Background: an optimization exercise with open tools, aiming at small area. Do not read the settings as production practice.
In this exercise RTL edits were held to simulation tests only and were not proved equivalent to the original.
The clock cells of this run come from the design's own scripts or RTL, not from TritonCTS.
The flow treats the clock pin as an ideal source. Dropping or thinning the clock tree relies on that and would not hold on a real chip.
Power figures rest on the tool's default switching activity, not on a simulated workload.

File: design/flow/flow/run.sh
#!/bin/bash
# The standard layout (standard.sh) with three changes, made through a copy
# of the ORFS scripts folder:
#  - synthesis: ABC maps with an area script (deepsyn, then area-oriented &nf
#    mapping) and adders are left to ABC rather than mapped to adder cells first.
#    The synthesis is run with several deepsyn seeds and &nf settings, and the
#    smallest netlist is kept (registers and their names are the same in every run);
#  - clock tree: instead of TritonCTS's H-tree, the clock sinks are split into
#    three groups by position, each driven by one clock buffer placed at its
#    centroid (flow/split_clock.tcl); the clock port drives only these buffers;
#  - port buffers use the smallest buffer cell.
set -euo pipefail
W=$(pwd)
S="$W/scripts_mod"
REP="$W/orfs/reports/sky130hd/top_module_project/base/synth_stat.txt"
rm -rf "$S" "$W/orfs_best"
cp -r "$FLOW_HOME/scripts" "$S"
cp "$W/flow/split_clock.tcl" "$S/split_clock.tcl"
grep -q '^log_cmd clock_tree_synthesis {\*}$cts_args$' "$S/cts.tcl"
sed -i 's|^log_cmd clock_tree_synthesis {\*}$cts_args$|source $::env(SCRIPTS_DIR)/split_clock.tcl\nsplit_buffer_clock clk sky130_fd_sc_hd__buf_6 3\nset_propagated_clock [all_clocks]|' "$S/cts.tcl"

best_area=""
for seed in 3 6 12 15 16; do
 for mapv in 0 1 2 3; do
  cand="s${seed}m${mapv}"
  case $mapv in
    0) map='&nf -a -R 1000' ;;
    1) map='&nf -a -R 1000 -F 8 -A 8' ;;
    2) map='&nf -a -R 1000 -E 100' ;;
    3) map='&nf -a -R 1000 -E 100 -F 8 -A 8' ;;
  esac
  printf '%s\n' strash '&get -n' "&deepsyn -I 1 -J 50 -S $seed" '&put' strash '&get -n' '&dch -f' "$map" '&put' > "$S/abc_area.script"
  rm -rf "$W/orfs"
  SCRIPTS_DIR="$S" ABC_AREA=1 ADDER_MAP_FILE= bash standard.sh synth > "synth_$cand.log" 2>&1
  area=$(awk '/Chip area for module/ {print $NF}' "$REP")
  echo "candidate $cand: synthesized area $area" | tee -a synth_select.log
  if [[ -z "$best_area" ]] || awk -v a="$area" -v b="$best_area" 'BEGIN {exit !(a < b)}'; then
    best_area=$area
    rm -rf "$W/orfs_best"
    cp -a "$W/orfs" "$W/orfs_best"
    echo "  kept" | tee -a synth_select.log
  fi
 done
done
rm -rf "$W/orfs"
mv "$W/orfs_best" "$W/orfs"
SCRIPTS_DIR="$S" BUFFER_PORTS_ARGS="-buffer_cell sky130_fd_sc_hd__buf_1" bash standard.sh > layout.log 2>&1
File: design/flow/flow/split_clock.tcl
# Clock distribution: split the clock sinks into k groups by position and drive
# each group from one clock buffer at the group's centroid; the clock port
# drives only the k buffers.
proc split_buffer_clock { port_name master_name k } {
  set db [ord::get_db]
  set block [ord::get_db_block]
  set clk_net [[$block findBTerm $port_name] getNet]
  set master [$db findMaster $master_name]
  set sinks {}
  foreach it [$clk_net getITerms] {
    set loc [[$it getInst] getLocation]
    lappend sinks [list [lindex $loc 0] [lindex $loc 1] $it]
  }
  # k = 4: quadrants (x halves, then y halves); otherwise x strips
  set groups {}
  set sinks [lsort -integer -index 0 $sinks]
  set n [llength $sinks]
  if {$k == 4} {
    foreach half [list [lrange $sinks 0 [expr {$n / 2 - 1}]] [lrange $sinks [expr {$n / 2}] end]] {
      set half [lsort -integer -index 1 $half]
      set h [llength $half]
      lappend groups [lrange $half 0 [expr {$h / 2 - 1}]] [lrange $half [expr {$h / 2}] end]
    }
  } else {
    for {set g 0} {$g < $k} {incr g} {
      lappend groups [lrange $sinks [expr {$g * $n / $k}] [expr {($g + 1) * $n / $k - 1}]]
    }
  }
  for {set g 0} {$g < $k} {incr g} {
    set inst [odb::dbInst_create $block $master clkbuf_${g}_clk]
    set net [odb::dbNet_create $block clknet_${g}_clk]
    set sx 0; set sy 0; set m 0
    foreach s [lindex $groups $g] {
      lassign $s x y it
      incr sx $x; incr sy $y; incr m
      $it disconnect
      $it connect $net
    }
    [$inst findITerm A] connect $clk_net
    [$inst findITerm X] connect $net
    $net setSigType CLOCK
    $inst setLocation [expr {$sx / $m}] [expr {$sy / $m}]
    $inst setPlacementStatus PLACED
    puts "split_buffer_clock: $master_name $g drives $m sinks"
  }
}
File: design/flow/standard.sh
#!/bin/bash
# synth_recipe.tcl (not shown) runs the flow's synth.tcl, then flattens the netlist and writes it again
# the make line also repeats each setting of config.mk as NAME=value (left out here)
make -C /OpenROAD-flow-scripts/flow DESIGN_CONFIG=/design/flow/config.mk WORK_HOME=/design/flow/orfs CLKGATE_MAP_FILE= SYNTH_SCRIPT=/design/flow/synth_recipe.tcl "${@:-finish}"
File: design/flow/config.mk
export PLATFORM = sky130hd
export DESIGN_NAME = top_module_project
export DESIGN_NICKNAME = top_module_project
export VERILOG_FILES = /design/flow/design.v
export SDC_FILE = /design/flow/constraint.sdc
export NUM_CORES = 4
export LEC_CHECK = 0
export CAP_MARGIN = 20
export CORE_MARGIN = 2
export CORE_UTILIZATION = 65
export SLEW_MARGIN = 20
File: design/flow/constraint.sdc
create_clock -name core_clock -period 6.0 [get_ports {clk}]
set_input_delay 1.2000 -clock core_clock [delete_from_list [all_inputs] [get_ports {clk}]]
set_output_delay 1.2000 -clock core_clock [all_outputs]
set_load 0.01 [all_outputs]
File: design/flow/design.v
`timescale 1ns / 1ps
module top_module_project(clk, reset, rx_in, tx_out, auth_out, tx_busy_out);
input  wire clk;
input  wire reset;
input  wire rx_in;
output wire tx_out;
output wire auth_out;
output wire tx_busy_out;
    reg [12:0] n;
    wire tick = n[12] & n[10] & n[6] & n[4] & n[3];
    always @(posedge clk or posedge reset)
        if (reset) n <= 13'd0;
        else       n <= tick ? 13'd1 : n + 13'd1;
    localparam R_PAR = 4'b1000, R_STOP = 4'b1001, R_VALID = 4'b1010,
               R_IDLE = 4'b1011, R_START = 4'b1111;
    reg [3:0] rs;
    wire rx_valid = (rs == R_VALID);
    wire rx_bit   = tick & ~rs[3];           
    always @(posedge clk or posedge reset)
        if (reset) rs <= R_IDLE;
        else case (rs)
            R_IDLE, R_VALID: rs <= rx_in ? R_IDLE : R_START;
            R_START: if (tick) rs <= rx_in ? R_IDLE : 4'b0000;
            R_STOP:  if (tick) rs <= rx_in ? R_VALID : R_IDLE;
            default: if (tick) rs <= rs + 4'd1;
        endcase
    reg        auth;
    reg  [1:0] cnt;
    reg  [7:0] A, r;
    reg        p;                            
    reg  [3:0] ts;                           
    wire [7:0] ch = (cnt == 2'd1) ? 8'h34 : (cnt == 2'd3) ? 8'h36 : 8'h31;
    wire       eq = (A == ch);
    wire       hold = ~auth | cnt[1];        
    wire       send = auth & (cnt == 2'd3);
    wire       early = (n[12:2] == 11'd0);   
    wire       m = ts[3];                    
    always @(posedge clk or posedge reset)
        if (reset) begin
            auth <= 1'b0;
            cnt  <= 2'd0;
        end else begin
            if (rx_valid | (send & tick)) cnt <= cnt + 2'd1;
            if (rx_valid & ~auth & (cnt == 2'd3)) auth <= m & eq;
        end
    wire op_sh = rx_bit & auth & (cnt == 2'd2) & ~rs[2];
    localparam T_PAR = 4'b1000, T_TAIL = 4'b1001, T_IDLE = 4'b1010, T_SB = 4'b1111;
    wire       o3 = ts[3], o2 = ts[2], o1 = ts[1], o0 = ts[0];
    wire       c  = p;
    wire       f  = o0;
    wire       win  = send & (n[12:8] == 5'd0);
    wire       proc = win & n[7] & ~n[3];
    wire [2:0] j    = n[2:0];
    wire [2:0] s    = n[6:4];
    wire       at_i = (j == ~s);
    wire       lastp = (s == 3'd7);
    wire       a = A[0];
    wire       b = r[0];
    wire       mul   = ~o3 & ~o2 & o1;               
    wire       sub   = ~o3 & ~o2 & ~o1 & o0;         
    wire       arith = ~o3 & ~o2;                    
    wire       lg    = ~o3 & o2;                     
    wire       shl   = o3 & ~o2 & ~o1 & ~o0;         
    wire       shr   = o3 & ~o2 & ~o1 & o0;          
    wire       act   = mul | lastp;                  
    wire       isor = lg & ~o1 & o0;
    wire       y    = a & (f | ~mul | at_i);
    wire       ci   = c | isor;
    wire       ys   = y ^ sub;
    wire       fa_s = b ^ y ^ ci;
    wire       fa_c = (ys & b) | (ys & ci) | (b & ci);
    wire       out  = ~act ? b :
                      (arith | (lg & ~(o1 & o0))) ? (((mul & at_i) | (lg & ~o1)) ? fa_c : fa_s) :
                      lg  ? ~a :
                      shl ? c :
                      shr ? (A[1] & (j != 3'd7)) : 1'b0;
    wire       c_n = proc & (j != 3'd7) & act & ((arith & ~(mul & at_i) & fa_c) | (shl & a));
    wire       f_n = (j != 3'd7) & (at_i ? b : f);
    wire a_rx  = rx_bit & (~auth | (cnt == 2'd0));
    wire a_rot = proc | (win & ((n[3:0] == 4'd8) | (early & n[0])));
    always @(posedge clk)
        if (a_rx | a_rot) A <= {a_rot ? A[0] : rx_in, A[7:1]};
    wire tx_d  = ~hold & ~ts[3];                  
    wire tx_sh = tick & tx_d & (ts[2:0] != 3'd7);
    wire r_rx  = rx_bit & auth & (cnt == 2'd1);
    always @(posedge clk)
        if (proc | tx_sh | r_rx) r <= {proc ? out : rx_in, r[7:1]};
    always @(posedge clk or posedge reset)
        if (reset)                                ts <= T_IDLE;
        else if (rx_valid & ~auth)                ts <= (cnt == 2'd3) ? T_IDLE : {eq & ((cnt == 2'd0) | m), 3'b000};
        else if (send & tick)                     ts <= T_SB;
        else if (op_sh)                           ts <= {rx_in, ts[3:1]};
        else if (send & early & n[0])             ts[3] <= o3 | (~o2 & o1 & o0);
        else if (proc & mul)                      ts[0] <= f_n;
        else if (~hold & tick & (ts != T_IDLE))   ts <= ts + 4'd1;
    always @(posedge clk)
        if (send) p <= c_n;
        else if (tick & ~hold) p <= (ts == T_SB) ? 1'b0 : ts[3] ? p : (p ^ r[0]);
    assign tx_out      = hold ? 1'b1 : (ts == T_SB) ? 1'b0 : ~ts[3] ? r[0] : (ts == T_PAR) ? p : 1'b1;
    assign tx_busy_out = hold ? (send & ~early) : (ts != T_IDLE);
    assign auth_out    = auth;
endmodule
==> impl_summary.log <==
[metrics] top cells by area, synth: edfxtp_1 (25%), dfrtp_1 (24%), dfstp_2 (6.5%)
[metrics] leakage: 0.764 nW
[metrics] yosys synthesis warning count: 1
[metrics] Residual DRC: 0
[metrics] fraction of synthesized cell area taken by the top area cell type: 25.3%
[metrics] kind of end point of the critical path: output pin
[metrics] met1 Resource Use GR: 37.4%
[metrics] ranking of synthesized cells by instance count: nor2_1 (26), a21oi_1 (19), dfrtp_1 (19)
[metrics] clock slew at the register clock pins of the worst setup and hold paths: 80 ps
[metrics] worst min path class: flop to flop
[metrics] maximum capacitance violations: 0
[metrics] Die Area: 3560 sq um
[metrics] Die Wd: 59.7 um
[metrics] total power consumption of the routed design: 0.398 mW
[metrics] worst-case clock skew: 17.9 ps
[metrics] dominant register cell in the synthesized netlist: dfrtp_1
[metrics] final worst slack: 3130 ps
[metrics] Power Density: 189 nW/um^2
[metrics] met3 Resource Use GR: 1.73%
[metrics] Mapped Nets: 206
[metrics] Crit path depth: 4
[metrics] register area share after synthesis: 55.4%
[metrics] post-cts sizing count: 0
[metrics] vertical extent of the die: 59.7 um
[metrics] pin count of the biggest net entering global routing: 25
[metrics] total congestion overflow: 0
[metrics] Diodes inserted: 0
[metrics] time the final worst path needs with I/O delays and setup: 2870 ps
[metrics] final critical-path share of the clock period: 47.9%
[metrics] Total Routed Length: 4060 um
[metrics] IO Port Bufs: 5
[metrics] total setup violations reported at the end of the flow: 0
[metrics] most used routing layer in global routing: met2
[metrics] standard-cell rows: 20
[metrics] Async S/R FF share, synth: 58.5%
[metrics] number of stages on the worst hold path: 0
[metrics] number of pins exceeding their max-slew limit in the final report: 0
[metrics] initial standard-cell utilization of the core: 67.2%
[metrics] overall routing resource usage: 24.5%
[metrics] net count reported at finish: 216
[metrics] count of flip-flops with a built-in enable after synthesis: 17
[metrics] number of storage elements in the synthesis netlist: 41
[metrics] RSZ-0062 raised after global routing: false
[metrics] post-synthesis cell area: 2020 sq um
[metrics] via count normalized by instance count: 6.89
[metrics] total via count in the routed design: 1682
[metrics] max_slew headroom: 43.3%
[metrics] count of routing violations after the opening detailed-route iteration: 146
[metrics] synth unique cells: 39
[metrics] half-perimeter wire length of the detailed placement result: 2930 um
[metrics] cell type group with the largest total delay on the critical path: flip-flops
[metrics] fmax: 0.348 GHz
[metrics] delay contributed by the slowest stage of the critical path: 480 ps
[metrics] worst endpoint data arrival time: 1670 ps
[metrics] weighted congestion reported at the end of routability-driven placement: 0.889
[metrics] Setup TNS: 0 ps
[metrics] Worst Reg-to-Reg Cells: 6
[metrics] buffer count from post-CTS setup fixing: 0
[metrics] Worst Setup Slack post-DPL: 3230 ps
[metrics] average cell area after synthesis: 9.94 sq um
[metrics] maximum net fanout on the critical path: 7
[metrics] area inside the core boundary: 3000 sq um
[metrics] layout cells sized above 1: 3.79%
[metrics] highest-delay cell along the critical path: dfrtp_1
[metrics] Worst Setup Start Kind: flop
[metrics] type of the worst setup path: flop to output pin
[metrics] DRT antenna net count: 0
[metrics] Required @ worst endpoint: 4800 ps
[metrics] Critical Path, Cell by Cell: clkinv_1 -> nor2_1 -> o311ai_0 -> buf_1
[metrics] Pre-antenna DRT Iters: 5
[metrics] number of buffers inserted by hold repair at cts: 0
[metrics] mean routed wirelength per cell: 16.6 um
[metrics] vias in the first global route: 1502
[metrics] Post-Synthesis Cells: 203
[metrics] first-pass GRT wire length: 6870 um
[metrics] Least-Margin Pin Slew: 845 ps
[metrics] number of buffer and inverter instances along the worst setup path: 2
[metrics] Peak supply drop: 0.201 mV
[metrics] Skew-Pair Late Insertion Delay: 130 ps
[metrics] most common cell in the synthesized netlist: nor2_1
[metrics] Area Overhead vs Synth: 4.65%
[metrics] antenna violations before repair: 0
[metrics] hold violation total from the final report: 0
[metrics] Ports: 6
[metrics] met2 track utilization from global routing: 38.7%
[metrics] outcome: no timing/DRC/antenna violations
[metrics] Synth area leader: edfxtp_1
-- power by group --
group	total, mW	internal, mW	switching [mW]
combinational	0.00487	0.000651	0.00422
clock	0.103	0.0400	0.0627
sequential	0.291	0.291	0.0000000000000000518
total	0.398	0.332	0.0669
-- layout by cell type (no fill, tap or decap), types with 2 or more instances in the layout --
master / instances
o21a_1: 4
nor3b_1: 2
a221oi_1: 2
dfrtp_1: 19
o31ai_1: 3
clkinv_1: 8
and2_0: 3
a21oi_1: 19
nor2_1: 26
nand3_1: 6
nor3_1: 13
a31oi_1: 4
nand4_1: 3
nand3b_1: 2
xor2_1: 2
nor2b_1: 2
buf_6: 3
buf_1: 5
o311ai_0: 3
a2111oi_0: 2
nor4_1: 6
edfxtp_1: 17
a211oi_1: 2
a221o_1: 2
nand2_1: 13
dfstp_2: 5
o21ai_0: 15
and3_1: 6
-- metrics by stage --
stage	std cells	util (%)	hold WS, ps	area [sq um]
after floorplan	203	-	400	2020
after global placement	241	69.2	404	2080
after detailed placement	241	69.2	408	2080
after CTS	244	70.3	442	2110
after global routing	244	70.3	443	2110
final	244	70.3	438	2110
-- state kept, by name, indices dropped and copies added (netlist names) --
register	flops
ts	4
p	1
rs	4
auth	1
A	8
n	13
cnt	2
r	8
-- logic make-up after synthesis --
family          count (synthesis)  share of synthesized area (%)
mux                             1                          0.496
simple gates                   86                           21.2
buf+inv                         8                           1.49
flops                          41                           55.4
xor+xnor                        3                           1.30
compound gates                 64                           20.1
-- path summary, 6_finish.rpt --
kind | startpoint | to | slack [ps]
worst max-delay path | ts[2] | tx_out | 3130
worst min-delay path | r[5] | r[4] | 440
worst max register to register | cnt[0] | ts[0] | 3320
worst min register to register | r[5] | r[4] | 440
max in group asynchronous | reset | n[5] | 4490
min in group asynchronous | reset | cnt[1] | 1100
-- final cells by class --
| class | count | area, sq um |
|---|---|---|
| multi-input cells | 154 | 870 |
| fillers | 246 | 892 |
| inverters | 8 | 30.0 |
| flip-flops and latches | 41 | 1120 |
| repair buffers | 5 | 18.8 |
| plain buffers | 3 | 33.8 |
| well taps | 33 | 41.3 |
-- routing by layer --
layer | share of wire [%] | wire (um)
met1 | 45 | 1850
met2 | 46 | 1860
met3 | 6.5 | 262
met4 | 2.1 | 87
met5 | 0 | 0
-- worst reg2reg max path, stage by stage (launching register included) --
cell and delay, ps:
dfrtp_1 530, nand3_1 310, nor4_1 500, nand3b_1 260, o311ai_0 400, o311ai_0 220, a221o_1 360

separate check: timing with driven ports:
In the flow no input, the clock included, has a driving cell. The finished layout below was timed again as built, in two steps. Step 1 (the two cells are an assumption about what drives the block):
set clk [get_ports {clk}]
set_driving_cell -lib_cell sky130_fd_sc_hd__clkbuf_16 $clk
set_driving_cell -lib_cell sky130_fd_sc_hd__buf_2 [delete_from_list [all_inputs] $clk]
Step 2, shift: input delay + t, output delay - t, t = (earliest + latest rising clock arrival at the registers) / 2. This alone moves slack from input paths to output paths. Three values: no drivers, after step 1, after step 2; two values: the first two.
t, ns: 0.163
setup slack, ns: 3.125 / 3.079 / 3.243
worst register clock-pin slew, ns: 0.10 / 0.10
After both steps this run still meets setup and hold. For this run, drivers alone change the setup slack by -0.046 ns; drivers and shift together by +0.118 ns.
